This design comes from an exercise in tuning for small area on the open sky130 flow, not from production work. In this exercise RTL edits were held to simulation tests only and were not proved equivalent to the original. Power figures rest on the tool's default switching activity, not on a simulated workload.

## main
// main
module main(
	input reset_bar,
	input clk,
	input start_bar,
	input i2c_sda_in,
	output i2c_sda_out,
	output i2c_scl_out,
	output indicate_ack_received_bar,
	output indicate_nack_received_bar,
	output [7:0] display
    );
	localparam P_TX = 3'd0, P_RX = 3'd1, P_TXA = 3'd2, P_RXACK = 3'd3,
	           P_START = 3'd4, P_WAIT = 3'd5, P_STOP = 3'd6;
	localparam D_DET = 2'd0, D_SET = 2'd1, D_RD = 2'd2;
	reg [2:0] ph;
	reg [6:0] cnt;
	reg [2:0] bitn;
	reg [3:0] k;
	reg [1:0] dev;
	reg [6:0] addr;
	reg p;           
	reg ind_ack, ind_nack;
	reg dv;
	reg [2:0] dcode;
	reg [2:0] c;
	reg [8:0] hi;
	wire st_start = (ph == P_START);
	wire st_tx = (ph == P_TX);
	wire st_rx = (ph == P_RX);
	wire st_txa = (ph == P_TXA);
	wire st_rxack = (ph == P_RXACK);
	wire st_stop = (ph == P_STOP);
	wire st_wait = (ph == P_WAIT);
	wire ge40 = cnt >= 7'd40;
	wire le84 = cnt <= 7'd84;
	wire ge62 = cnt >= 7'd62;
	wire c61 = (cnt == 7'd61);
	wire c124 = (cnt == 7'd124);
	wire c125 = (cnt == 7'd125);
	wire c126 = (cnt == 7'd126);
	wire c127 = (cnt == 7'd127);
	wire c86 = (cnt == 7'd86);
	wire c87 = (cnt == 7'd87);
	wire det = (dev == D_DET);
	wire set = (dev == D_SET);
	wire rd = (dev == D_RD);
	reg txbit;
	always @(*) begin
		if (k[1:0] == 2'd0 || (rd && k[1:0] == 2'd2))
			txbit = (bitn == 3'd0) ? (k[1:0] == 2'd2) : addr[bitn - 3'd1];
		else if (set) txbit = (k[1:0] == 2'd1) ? 8'h6b >> bitn : 1'b0;
		else txbit = 8'h3b >> bitn;
	end
	reg sda, scl;
	always @(*) begin
		sda = 1'b1;
		if (st_tx) sda = txbit;
		if (st_txa) sda = (k == 4'd0);
  ...
==> flow/config.mk <==
export PLATFORM = sky130hd
export DESIGN_NAME = main
export DESIGN_NICKNAME = main
export VERILOG_FILES = /design/flow/design.v
export SDC_FILE = /design/flow/constraint.sdc
export NUM_CORES = 4
export LEC_CHECK = 0
export CAP_MARGIN = 20
export CORE_MARGIN = 2
export CORE_UTILIZATION = 40
export SLEW_MARGIN = 20
==> flow/constraint.sdc <==
create_clock -name core_clock -period 20.0 [get_ports {clk}]
set_input_delay 4.0000 -clock core_clock [delete_from_list [all_inputs] [get_ports {clk}]]
set_output_delay 4.0000 -clock core_clock [all_outputs]
set_load 0.01 [all_outputs]
standard.sh (not shown) runs the stock make flow with config.mk's settings and CLKGATE_MAP_FILE= SYNTH_SCRIPT=/design/flow/synth_recipe.tcl, a recipe that flattens the netlist after the stock synthesis.
==> flow/flow/run.sh <==
#!/bin/bash
# Standard ORFS layout with buf_1 port buffers and a lean clock tree without dummy loads.
set -e
bash standard.sh BUFFER_PORTS_ARGS="-buffer_cell sky130_fd_sc_hd__buf_1" \
  CTS_ARGS="-sink_clustering_enable -repair_clock_nets -dont_use_dummy_load -buf_list sky130_fd_sc_hd__clkbuf_16 -sink_clustering_size 50 -sink_clustering_max_diameter 500" \
  finish > standard.log 2>&1
### main -> the feature branch
==> flow/flow/run.sh <==
#!/bin/bash
# The standard ORFS layout, with three changes to how the layout is made:
#  - synthesis maps the logic with an area-oriented ABC script (flow/area.abc)
#    in place of abc_speed.script; everything else in synth_recipe.tcl is kept,
#    so the registers are the standard synthesis's;
#  - ports are buffered with buf_1 cells;
#  - the clock tree is built without dummy loads, from clkbuf_8 cells.
# Each tool's full output goes to the ORFS logs under orfs/logs and to the
# log files written here.
set -euo pipefail
FLOWDIR=$(cd "$(dirname "${BASH_SOURCE[0]}")" && pwd)
{
  echo "proc abc {args} {"
  echo "  set i [lsearch -exact \$args -script]"
  echo "  if {\$i >= 0 && [string match *abc_speed.script [lindex \$args [expr {\$i + 1}]]]} {"
  echo "    lset args [expr {\$i + 1}] $FLOWDIR/area.abc"
  echo "  }"
  echo "  yosys abc {*}\$args"
  echo "}"
  cat synth_recipe.tcl
} > area_synth.tcl
bash standard.sh SYNTH_SCRIPT=$PWD/area_synth.tcl \
  BUFFER_PORTS_ARGS="-buffer_cell sky130_fd_sc_hd__buf_1" \
  CTS_ARGS="-sink_clustering_enable -repair_clock_nets -dont_use_dummy_load -buf_list sky130_fd_sc_hd__clkbuf_8" \
  finish > flow_make.log 2>&1
==> flow/flow/area.abc (new file) <==
strash
&get -n
&deepsyn -T 30
&dch -f
&nf -a
&put
topo
dnsize
Results
The setup slack of the feature branch is larger than that of main.
Comparing the feature branch and main, the higher width of the chip was measured on main.
The feature branch: portion of the clock cycle consumed by the worst path in the final layout is 1.4 points lower than what main reported.
[the feature branch vs main] final critical-path required period: lower in the feature branch
Cmp the feature branch and main / power dissipated in the clock network / higher: main
The feature branch | status: complete | timing, DRC, antenna: pass
The final reports for the feature branch and main show count of inverters other than clock inverters in the layout higher in the former.
Taking the feature branch over main, the cell leakage power ratio works out to 0.905.
Compared to main, the routing of the feature branch uses less wire.

========
The RTL this note starts from:
==> flow/design.v <==
module i2c_controller(
	input v,
	input [2:0] code,
	output [7:0] display
    );
	assign display[0] = v;
	assign display[1] = (code != 3'd0);
	assign display[2] = code[2] | code[1];
	assign display[3] = code[2] | (code[1] & code[0]);
	assign display[4] = code[2];
	assign display[5] = code[2] & (code[1] | code[0]);
	assign display[6] = code[2] & code[1];
	assign display[7] = (code == 3'd7);
endmodule
module main(
	input reset_bar,
	input clk,
	input start_bar,
	input i2c_sda_in,
	output i2c_sda_out,
	output i2c_scl_out,
	output indicate_ack_received_bar,
	output indicate_nack_received_bar,
	output [7:0] display
    );
	localparam P_TX = 3'd0, P_RX = 3'd1, P_TXA = 3'd2, P_RXACK = 3'd3,
	           P_START = 3'd4, P_WAIT = 3'd5, P_STOP = 3'd6;
	localparam D_DET = 2'd0, D_SET = 2'd1, D_RD = 2'd2;
	reg [2:0] ph;
	reg [6:0] cnt;
	reg [2:0] bitn;
	reg [3:0] k;
	reg [1:0] dev;
	reg [6:0] addr;
	reg p;           
	reg ind_ack, ind_nack;
	reg dv;
	reg [2:0] dcode;
	reg [2:0] c;
	reg [8:0] hi;
	wire st_start = (ph == P_START);
	wire st_tx = (ph == P_TX);
	wire st_rx = (ph == P_RX);
	wire st_txa = (ph == P_TXA);
	wire st_rxack = (ph == P_RXACK);
	wire st_stop = (ph == P_STOP);
	wire st_wait = (ph == P_WAIT);
	wire ge40 = cnt >= 7'd40;
	wire le84 = cnt <= 7'd84;
	wire ge62 = cnt >= 7'd62;
	wire c61 = (cnt == 7'd61);
	wire c124 = (cnt == 7'd124);
	wire c125 = (cnt == 7'd125);
	wire c126 = (cnt == 7'd126);
	wire c127 = (cnt == 7'd127);
	wire c86 = (cnt == 7'd86);
	wire c87 = (cnt == 7'd87);
	wire det = (dev == D_DET);
	wire set = (dev == D_SET);
	wire rd = (dev == D_RD);
	reg txbit;
	always @(*) begin
		if (k[1:0] == 2'd0 || (rd && k[1:0] == 2'd2))
			txbit = (bitn == 3'd0) ? (k[1:0] == 2'd2) : addr[bitn - 3'd1];
		else if (set) txbit = (k[1:0] == 2'd1) ? 8'h6b >> bitn : 1'b0;
		else txbit = 8'h3b >> bitn;
	end
	reg sda, scl;
	always @(*) begin
		sda = 1'b1;
		if (st_tx) sda = txbit;
		if (st_txa) sda = (k == 4'd0);
		if (st_start) sda = ~ge62;
		if (st_stop) sda = ge62;
		scl = ge40 & le84;
		if (st_start) scl = le84;
		if (st_stop) scl = ge40;
		if (st_wait) scl = 1'b1;
	end
	assign i2c_sda_out = sda;
	assign i2c_scl_out = scl;
	assign indicate_ack_received_bar = ~ind_ack;
	assign indicate_nack_received_bar = ~ind_nack;
	i2c_controller disp_dec(.v(dv), .code(dcode), .display(display));
	wire addr_max = (addr == 7'h7f);
	wire wait_end = st_wait && hi == 9'd312 && k == 4'd8 && bitn == 3'd7 && cnt == 7'd90;
	wire freeze = (st_start && cnt == 7'd37 && start_bar) ||
	              (st_rxack && c125 && !p && !det) ||
	              (st_stop && c87 && det && !p && addr_max);
	wire rx_to_data = st_rxack && c124 && rd && k[1:0] == 2'd2 && p;
	wire rxack_next = st_rxack && c126;
	wire stop_end = st_stop && c87;
	wire load40 = (rxack_next && rd && k[1:0] == 2'd1) || (stop_end && !rd) || wait_end;
	wire load0 = ((st_start || st_tx || st_txa || st_wait) && c124) ||
	             (st_rx && c124 && bitn != 3'd0) || rx_to_data || rxack_next;
	wire bit_step = (st_tx || st_rx || st_wait) && c124;
	wire samp = st_rx && c61;
	always @(posedge clk) begin
		if (!reset_bar) cnt <= 7'd37;
		else if (freeze) cnt <= cnt;
		else if (load40) cnt <= 7'd40;
		else if (load0) cnt <= 7'd0;
		else cnt <= cnt + 7'd1;
		if (!reset_bar) ph <= P_START;
		else if (!freeze) begin
			if (st_start && c124) ph <= P_TX;
			if (st_tx && c124 && bitn == 3'd0) ph <= P_RXACK;
			if (st_rx && c127) ph <= P_TXA;
			if (st_txa && c124) ph <= (k == 4'd0) ? P_STOP : P_RX;
			if (rx_to_data) ph <= P_RX;
			if (rxack_next) ph <= (det || (set && k[1:0] == 2'd2)) ? P_STOP :
			                      (rd && k[1:0] == 2'd1) ? P_START : P_TX;
			if (stop_end) ph <= rd ? P_WAIT : P_START;
			if (wait_end) ph <= P_START;
		end
		if (!reset_bar || wait_end) bitn <= 3'd7;
		else if (bit_step) bitn <= bitn - 3'd1;
		if (!reset_bar || wait_end || stop_end) k <= 4'd0;
		else if ((st_rx && c127) || rxack_next ||
		         (st_wait && c124 && bitn == 3'd0)) k <= k + 4'd1;
		if (!reset_bar || wait_end) hi <= 9'd0;
		else if (st_wait && c124 && bitn == 3'd0 && k == 4'd15) hi <= hi + 9'd1;
		if (!reset_bar) begin
			dev <= D_DET;
			addr <= 7'd0;
		end else if (stop_end && !freeze) begin
			if (set) dev <= D_RD;
			else if (det && p) dev <= D_SET;
			else if (det) addr <= addr + 7'd1;
		end
		if (st_rxack && c61) p <= ~i2c_sda_in;
		else if (samp && k == 4'd6 && bitn == 3'd7) p <= i2c_sda_in;
		else if (samp && ((k == 4'd6 && !bitn[2]) || k == 4'd7)) p <= p & ~i2c_sda_in;
		if (samp && k == 4'd6 && bitn[2]) c <= {c[1:0], i2c_sda_in ^ p};
		if (!reset_bar) begin
			ind_ack <= 1'b0;
			ind_nack <= 1'b0;
		end else if (st_rxack && c125) begin
			ind_nack <= ~p;
			if (p) ind_ack <= 1'b1;
		end
		if (!reset_bar) dv <= 1'b0;
		else if (rxack_next && det) dv <= 1'b1;
		if (!reset_bar) dcode <= 3'd0;
		else if (st_stop && c86 && rd) dcode <= c + {2'b00, p};
	end
endmodule
==> flow/config.mk <==
export PLATFORM = sky130hd
export DESIGN_NAME = main
export DESIGN_NICKNAME = main
export VERILOG_FILES = /design/flow/design.v
export SDC_FILE = /design/flow/constraint.sdc
export NUM_CORES = 4
export LEC_CHECK = 0
export CAP_MARGIN = 20
export CORE_MARGIN = 2
export CORE_UTILIZATION = 40
export SLEW_MARGIN = 20
==> flow/constraint.sdc <==
create_clock -name core_clock -period 20.0 [get_ports {clk}]
set_input_delay 4.0000 -clock core_clock [delete_from_list [all_inputs] [get_ports {clk}]]
set_output_delay 4.0000 -clock core_clock [all_outputs]
set_load 0.01 [all_outputs]
run.sh (not shown) runs the stock make flow with config.mk's settings and CLKGATE_MAP_FILE= SYNTH_SCRIPT=/design/flow/synth_recipe.tcl, a recipe that flattens the netlist after the stock synthesis.
Stock flow here: none of the scripts above is used.
The starting point produced a clean layout.
Rerun with:
==> flow/flow/run.sh (new file) <==
#!/bin/bash
set -e
bash standard.sh BUFFER_PORTS_ARGS="-buffer_cell sky130_fd_sc_hd__buf_1" \
  CTS_ARGS="-repair_clock_nets -dont_use_dummy_load -buf_list sky130_fd_sc_hd__clkbuf_8 -root_buf sky130_fd_sc_hd__clkbuf_8" \
  finish > standard.log 2>&1
==> flow/standard.sh (new file) <==
#!/bin/bash
# synth_recipe.tcl (not shown) runs the flow's synth.tcl, then flattens the netlist and writes it again
# the make line also repeats each setting of config.mk as NAME=value (left out here)
make -C /OpenROAD-flow-scripts/flow DESIGN_CONFIG=/design/flow/config.mk WORK_HOME=/design/flow/orfs CLKGATE_MAP_FILE= SYNTH_SCRIPT=/design/flow/synth_recipe.tcl "${@:-finish}"
removed: flow/run.sh
Flip-flop and latch count does not change; register-to-register slack improves by 0.05 ns; final cell count goes down by 0.65%; worst setup slack improves by 0.44 ns; total power goes down by 14%.
Rerun with:
==> flow/flow/run.sh (replaced) <==
#!/bin/bash
set -e
bash standard.sh BUFFER_PORTS_ARGS="-buffer_cell sky130_fd_sc_hd__buf_1" \
  CTS_ARGS="-sink_clustering_enable -repair_clock_nets -dont_use_dummy_load -root_buf sky130_fd_sc_hd__clkbuf_8 -buf_list sky130_fd_sc_hd__clkbuf_4 -sink_clustering_size 12 -sink_clustering_max_diameter 100" \
  finish > standard.log 2>&1
Settings changed: CORE_UTILIZATION 40 to 75.
The changed run completed with no timing, DRC or antenna violations.
Clock skew falls by 0.010 ns.
First-iteration DRC count rises by 120%.
Final cell count falls by 11%.
Synthesized area does not change.
Die area falls by 45%.
Wire length rises by 1.2%.
Cell area falls by 1.8%.
Clock-buffer cell count does not change.
Global-route usage rises by 16 points.
Rerun with:
==> flow/flow/run.sh (replaced) <==
#!/bin/bash
# Standard ORFS layout with buf_1 port buffers and a lean clock tree without dummy loads.
set -e
bash standard.sh BUFFER_PORTS_ARGS="-buffer_cell sky130_fd_sc_hd__buf_1" \
  CTS_ARGS="-sink_clustering_enable -repair_clock_nets -dont_use_dummy_load -buf_list sky130_fd_sc_hd__clkbuf_8 -sink_clustering_size 50 -sink_clustering_max_diameter 500" \
  finish > standard.log 2>&1
Settings changed: CORE_UTILIZATION 75 to 40.
What happened: Sequential power barely changes; power fell by 0.42%; sequential cell count does not change; via count fell by 6.3%.

[static timing again, ports no longer ideal]
How much do the figures lean on ideal ports? The routed layouts below were timed once more, with nothing changed but the port constraints. Step 1: set_driving_cell puts a clkbuf_16 on clk and a buf_2 on each other input, an assumption about the parent block. Step 2 adds t to the input delays and takes it off the output delays; t is the mean of the earliest and latest rising clock arrival at the registers after step 1. Input paths then give back, and output paths get back, about the clock's delay inside the block. Three values: ideal, step 1, step 2; two values: the first two.
run	t, ns	slack for setup (ns)	latest minus earliest clock arrival (ns)	worst register clock-pin slew, ns	cell pins on the clock port's net
main	0.318	13.243 / 13.207 / 13.524	0.014 / 0.013	0.06 / 0.06	1
the feature branch	0.325	13.531 / 13.497 / 13.822	0.008 / 0.009	0.08 / 0.08	1
the first run of note 2	0.332	12.810 / 12.777 / 13.109	0.006 / 0.005	0.09 / 0.09	1
the second run of note 2	0.314	13.246 / 13.215 / 13.528	0.022 / 0.023	0.09 / 0.09	1
the third run of note 2	0.318	12.914 / 12.888 / 13.206	0.012 / 0.012	0.08 / 0.08	1
the fourth run of note 2	0.314	13.246 / 13.215 / 13.528	0.022 / 0.023	0.09 / 0.09	1
After both steps every run listed still meets setup and hold.
